This is an optimization exercise on Yosys and OpenROAD, whose aim is small area and few clock cycles, not a production implementation. In this exercise RTL edits were held to simulation tests only and were not proved equivalent to the original. No activity file was given, so power comes from the tool's default toggle rates.

==> flow/design.v <==
module connect4_engine (
	input         clk,
	input         reset,         
	input         active,        
	input  [2:0]  coluna_in,     
	input  [1:0]  player_in,     
	output reg [1:0] response,   
	input         rden_vga,      
	input  [5:0]  addr_vga,      
	output reg    ready_vga,
	output [13:0] data_vga
);
	wire       p = player_in[1];
	reg        lp;               
	wire       won;
	wire       mv = active & ~won & ~|response;
	wire [41:0] occ, clr;        
	wire [6:0]  full;
	genvar j, i;
	generate
		for (j = 0; j < 7; j = j + 1) begin : g_col
			reg  [6:0] ncol;     
			wire [6:0] col = ~ncol;
			wire [6:0] above;    
			assign above[6] = 1'b0;
			for (i = 0; i < 6; i = i + 1) begin : g_cell
				assign above[i] = above[i+1] | col[i+1];
				assign occ[i*7+j] = above[i];
				assign clr[i*7+j] = col[i];
			end
			assign full[j] = col[6];
			wire wr = mv & (coluna_in == j) & ~col[6];
			wire [6:0] k  = {7{wr}} & ~above;
			wire [6:0] sh = {col[5:0], 1'b0};
			always @(posedge clk) begin
				if (!reset)
					ncol <= 7'b1111110;
				else
					ncol <= ~((col & (~k | {7{p}})) | (~col & k & sh));
			end
		end
	endgenerate
	wire fullc = |(full & (7'd1 << coluna_in));
	always @(posedge clk) begin
		response <= mv ? (fullc ? 2'd1 : 2'd2) : 2'd0;
		if (mv)
			lp <= p;
	end
	wire [41:0] m = occ & ~(clr ^ {42{lp}});
	function f7;
		input [6:0] x;
		f7 = x[3] & ((x[1] & x[2] & (x[0] | x[4])) | (x[4] & x[5] & (x[2] | x[6])));
	endfunction
	function f6;
		input [5:0] x;
		f6 = x[2] & x[3] & ((x[0] & x[1]) | (x[1] & x[4]) | (x[4] & x[5]));
	endfunction
	function f5;
		input [4:0] x;
		f5 = x[1] & x[2] & x[3] & (x[0] | x[4]);
	endfunction
	wire [5:0] hz;
	wire [6:0] vt;
	wire [5:0] du, dd;
	generate
		for (i = 0; i < 6; i = i + 1) begin : g_h
			assign hz[i] = f7(m[i*7 +: 7]);
		end
		for (j = 0; j < 7; j = j + 1) begin : g_v
			assign vt[j] = f6({m[35+j], m[28+j], m[21+j], m[14+j], m[7+j], m[j]});
		end
	endgenerate
	assign du[0] = m[0*7+3] & m[1*7+4] & m[2*7+5] & m[3*7+6];
	assign du[1] = f5({m[4*7+6], m[3*7+5], m[2*7+4], m[1*7+3], m[0*7+2]});
	assign du[2] = f6({m[5*7+6], m[4*7+5], m[3*7+4], m[2*7+3], m[1*7+2], m[0*7+1]});
	assign du[3] = f6({m[5*7+5], m[4*7+4], m[3*7+3], m[2*7+2], m[1*7+1], m[0*7+0]});
	assign du[4] = f5({m[5*7+4], m[4*7+3], m[3*7+2], m[2*7+1], m[1*7+0]});
	assign du[5] = m[2*7+0] & m[3*7+1] & m[4*7+2] & m[5*7+3];
	assign dd[0] = m[0*7+3] & m[1*7+2] & m[2*7+1] & m[3*7+0];
	assign dd[1] = f5({m[4*7+0], m[3*7+1], m[2*7+2], m[1*7+3], m[0*7+4]});
	assign dd[2] = f6({m[5*7+0], m[4*7+1], m[3*7+2], m[2*7+3], m[1*7+4], m[0*7+5]});
	assign dd[3] = f6({m[5*7+1], m[4*7+2], m[3*7+3], m[2*7+4], m[1*7+5], m[0*7+6]});
	assign dd[4] = f5({m[5*7+2], m[4*7+3], m[3*7+4], m[2*7+5], m[1*7+6]});
	assign dd[5] = m[2*7+6] & m[3*7+5] & m[4*7+4] & m[5*7+3];
	assign won = |{hz, vt, du, dd};
	wire [5:0] a = addr_vga;
	wire [5:0] sel;
	wire [6:1] thr;
	assign sel[0] = a[5];
	assign sel[1] = a[4] & a[3];
	assign sel[2] = a[4] & ~a[3];
	assign sel[3] = a[3] & ~a[4];
	assign sel[4] = a[0] & ~(a[5] | a[4] | a[3]);
	assign sel[5] = ~(a[5] | a[4] | a[3] | a[0]);
	assign thr[1] = a[5];
	assign thr[2] = a[5] | (a[4] & a[3]);
	assign thr[3] = a[5] | a[4];
	assign thr[4] = a[5] | a[4] | a[3];
	assign thr[5] = a[5] | a[4] | a[3] | a[0];
	assign thr[6] = 1'b1;
	generate
		for (j = 0; j < 7; j = j + 1) begin : g_rd
			wire [6:0] w = g_col[j].col;
			wire oc = won | |(thr & w[6:1]);
			wire pl = (won & lp) | (|(sel & w[5:0]) & ~won);
			assign data_vga[2*j +: 2] = {oc & pl, oc & ~pl};
		end
	endgenerate
	always @(posedge clk)
		ready_vga <= rden_vga & ~ready_vga;
endmodule
==> flow/config.mk <==
export PLATFORM = sky130hd
export DESIGN_NAME = connect4_engine
export DESIGN_NICKNAME = connect4_engine
export VERILOG_FILES = /design/flow/design.v
export SDC_FILE = /design/flow/constraint.sdc
export NUM_CORES = 4
export LEC_CHECK = 0
export ABC_AREA = 1
export CAP_MARGIN = 5
export CORE_MARGIN = 2
export CORE_UTILIZATION = 60
export PLACE_DENSITY = 0.7
export SLEW_MARGIN = 5
==> flow/constraint.sdc <==
create_clock -name core_clock -period 10.0 [get_ports {clk}]
set_input_delay 2.0000 -clock core_clock [delete_from_list [all_inputs] [get_ports {clk}]]
set_output_delay 2.0000 -clock core_clock [all_outputs]
set_load 0.01 [all_outputs]
standard.sh (not shown) runs the stock make flow with config.mk's settings and CLKGATE_MAP_FILE= SYNTH_SCRIPT=/design/flow/synth_recipe.tcl, a recipe that flattens the netlist after the stock synthesis.
==> flow/flow/run.sh <==
#!/bin/bash
# Layout: the standard flow (standard.sh), with
#  - synthesis mapped by the ABC script in abc_own.script (synth_own.tcl is
#    synth_recipe.tcl with only the ABC script replaced),
#  - the ports buffered with the smallest buffer,
#  - a clock tree of few sink clusters and no dummy loads.
# Each tool's log is in orfs/logs/; make's output is in standard.log.
set -euo pipefail
work=$(pwd)
bash standard.sh \
	"SYNTH_SCRIPT=$work/flow/synth_own.tcl" \
	"BUFFER_PORTS_ARGS=-buffer_cell sky130_fd_sc_hd__buf_1" \
	"CTS_ARGS=-buf_list sky130_fd_sc_hd__clkbuf_8 -root_buf sky130_fd_sc_hd__clkbuf_8 -repair_clock_nets -dont_use_dummy_load" \
	finish > "$work/standard.log" 2>&1
==> flow/flow/abc_own.script <==
strash
balance -l
 resub -K 6 -l
 rewrite -l
 resub -K 6 -N 2 -l
 refactor -l
 resub -K 8 -l
 balance -l
 resub -K 8 -N 2 -l
 rewrite -l
 resub -K 10 -l
 rewrite -z -l
 resub -K 10 -N 2 -l
 balance -l
 resub -K 12 -l
 refactor -z -l
 resub -K 12 -N 2 -l
 rewrite -z -l
 balance -l
balance -l
 resub -K 6 -l
 rewrite -l
 resub -K 6 -N 2 -l
 refactor -l
 resub -K 8 -l
 balance -l
 resub -K 8 -N 2 -l
 rewrite -l
 resub -K 10 -l
 rewrite -z -l
 resub -K 10 -N 2 -l
 balance -l
 resub -K 12 -l
 refactor -z -l
 resub -K 12 -N 2 -l
 rewrite -z -l
 balance -l
balance -l
 resub -K 6 -l
 rewrite -l
 resub -K 6 -N 2 -l
 refactor -l
 resub -K 8 -l
 balance -l
 resub -K 8 -N 2 -l
 rewrite -l
 resub -K 10 -l
 rewrite -z -l
 resub -K 10 -N 2 -l
 balance -l
 resub -K 12 -l
 refactor -z -l
 resub -K 12 -N 2 -l
 rewrite -z -l
 balance -l
&get -n
&dch -f
&put
amap -A 1000 -F 1000
==> flow/flow/synth_own.tcl <==
# The standard synthesis (synth_recipe.tcl), with ABC's mapping script
# replaced by flow/abc_own.script: the steps before and after ABC, and so the
# registers and their names, are the standard synthesis's.
proc synth {args} { yosys synth -nofsm -noshare {*}$args }
set own_abc [file join [file dirname [file normalize [info script]]] abc_own.script]
set f [open $::env(SCRIPTS_DIR)/synth.tcl]
set synth_text [read $f]
close $f
set from {log_cmd abc {*}$abc_args}
if { [string first $from $synth_text] < 0 } { error "synth.tcl has no ABC call to replace" }
set synth_text [string map [list $from {log_cmd abc {*}[lreplace $abc_args 1 1 $own_abc]}] $synth_text]
eval $synth_text
# left out here: clear keep_hierarchy, flatten, clean up, hide names made inside functions, write 1_2_yosys.v
Testbench counts at the start, summed over its fixed seeds: cycles 11,028.
Rerun with:
==> flow/run.sh (new file) <==
#!/bin/bash
# synth_recipe.tcl (not shown) runs the flow's synth.tcl, then flattens the netlist and writes it again
# the make line also repeats each setting of config.mk as NAME=value (left out here)
make -C /OpenROAD-flow-scripts/flow DESIGN_CONFIG=/design/flow/config.mk WORK_HOME=/design/flow/orfs CLKGATE_MAP_FILE= SYNTH_SCRIPT=/design/flow/synth_recipe.tcl finish
- CTS_BUF_LIST: not set -> sky130_fd_sc_hd__clkbuf_8
removed: flow/flow/run.sh
removed: flow/flow/abc_own.script
removed: flow/flow/synth_own.tcl
removed: flow/standard.sh
Result: Via count rises by 20%. Fmax grows by 5.6%. Clock power climbs by 45%. Total power grows by 17%.
Rerun with:
==> flow/flow/run.sh (new file) <==
#!/bin/bash
# Layout: the standard flow (standard.sh), with
#  - synthesis mapped by the ABC script in abc_own.script (synth_own.tcl is
#    synth_recipe.tcl with only the ABC script replaced),
#  - the ports buffered with the smallest buffer,
#  - a clock tree of few sink clusters and no dummy loads.
# Each tool's log is in orfs/logs/; make's output is in standard.log.
set -euo pipefail
work=$(pwd)
bash standard.sh \
	"SYNTH_SCRIPT=$work/flow/synth_own.tcl" \
	"BUFFER_PORTS_ARGS=-buffer_cell sky130_fd_sc_hd__buf_1" \
	"CTS_ARGS=-sink_clustering_enable -sink_clustering_size 30 -sink_clustering_max_diameter 200 -buf_list sky130_fd_sc_hd__clkbuf_8 -root_buf sky130_fd_sc_hd__clkbuf_8 -repair_clock_nets -dont_use_dummy_load" \
	finish > "$work/standard.log" 2>&1
==> flow/flow/abc_own.script (new file) <==
strash
balance -l
 resub -K 6 -l
 rewrite -l
 resub -K 6 -N 2 -l
 refactor -l
 resub -K 8 -l
 balance -l
 resub -K 8 -N 2 -l
 rewrite -l
 resub -K 10 -l
 rewrite -z -l
 resub -K 10 -N 2 -l
 balance -l
 resub -K 12 -l
 refactor -z -l
 resub -K 12 -N 2 -l
 rewrite -z -l
 balance -l
balance -l
 resub -K 6 -l
 rewrite -l
 resub -K 6 -N 2 -l
 refactor -l
 resub -K 8 -l
 balance -l
 resub -K 8 -N 2 -l
 rewrite -l
 resub -K 10 -l
 rewrite -z -l
 resub -K 10 -N 2 -l
 balance -l
 resub -K 12 -l
 refactor -z -l
 resub -K 12 -N 2 -l
 rewrite -z -l
 balance -l
balance -l
 resub -K 6 -l
 rewrite -l
 resub -K 6 -N 2 -l
 refactor -l
 resub -K 8 -l
 balance -l
 resub -K 8 -N 2 -l
 rewrite -l
 resub -K 10 -l
 rewrite -z -l
 resub -K 10 -N 2 -l
 balance -l
 resub -K 12 -l
 refactor -z -l
 resub -K 12 -N 2 -l
 rewrite -z -l
 balance -l
&get -n
&dch -f
&put
amap -A 1000 -F 1000
==> flow/flow/synth_own.tcl (new file) <==
# The standard synthesis (synth_recipe.tcl), with ABC's mapping script
# replaced by flow/abc_own.script: the steps before and after ABC, and so the
# registers and their names, are the standard synthesis's.
proc synth {args} { yosys synth -nofsm -noshare {*}$args }
set own_abc [file join [file dirname [file normalize [info script]]] abc_own.script]
set f [open $::env(SCRIPTS_DIR)/synth.tcl]
set synth_text [read $f]
close $f
set from {log_cmd abc {*}$abc_args}
if { [string first $from $synth_text] < 0 } { error "synth.tcl has no ABC call to replace" }
set synth_text [string map [list $from {log_cmd abc {*}[lreplace $abc_args 1 1 $own_abc]}] $synth_text]
eval $synth_text
# left out here: clear keep_hierarchy, flatten, clean up, hide names made inside functions, write 1_2_yosys.v
==> flow/standard.sh (new file) <==
#!/bin/bash
# synth_recipe.tcl (not shown) runs the flow's synth.tcl, then flattens the netlist and writes it again
# the make line also repeats each setting of config.mk as NAME=value (left out here)
make -C /OpenROAD-flow-scripts/flow DESIGN_CONFIG=/design/flow/config.mk WORK_HOME=/design/flow/orfs CLKGATE_MAP_FILE= SYNTH_SCRIPT=/design/flow/synth_recipe.tcl "${@:-finish}"
- CTS_BUF_LIST: sky130_fd_sc_hd__clkbuf_8 -> not set
removed: flow/run.sh
Effect: The new run finished clean. Core utilization fell by 1.2 points. Sequential power hardly moves. First-iteration DRC count fell by 21%. Count of clock-buffer cells in the layout fell by 1. Clock power fell by 31%. Total power fell by 15%. Synthesized area fell by 20%. Via count fell by 16%. Synthesized cell count fell by 29%. Worst setup slack degrades by 0.44 ns. Clock skew rose by 0.0058 ns.
Rerun with:
- CAP_MARGIN: 5 -> 0
- SLEW_MARGIN: 5 -> 0
Critical path depth stays the same.
Non-clock buffer count does not change.
Hold slack does not change.
Routed wire length does not change.
Clock skew stays the same.
Utilization stays the same.
Synthesized area is unchanged.
Worst setup slack stays the same.

## separate check: timing with driven ports
Ports are ideal in the flow. The routed layouts listed here were re-timed in OpenROAD. Step 1: set_driving_cell puts a clkbuf_16 on clk and a buf_2 on each other input, an assumption about the parent block. Step 2, shift: input delay + t, output delay - t, t = (earliest + latest rising clock arrival at the registers) / 2. This alone moves slack from input paths to output paths. a / b / c = ideal ports / drivers / drivers and shift; a / b = the first two.
run | shift t [ns] | setup slack, ns | worst setup path at the end | pins driven straight from the clock port
the first run | 0.337 | 1.658 / 1.626 / 1.963 | register to output | 1
the second run | 0.349 | 2.099 / 2.076 / 2.076 | input to output | 1
the third run | 0.337 | 1.658 / 1.626 / 1.963 | register to output | 1
the fourth run | 0.337 | 1.658 / 1.626 / 1.963 | register to output | 1
After both steps setup and hold are still met in every run listed. For the second run, which loses most, drivers alone change the setup slack by -0.023 ns; drivers and shift together by -0.023 ns.
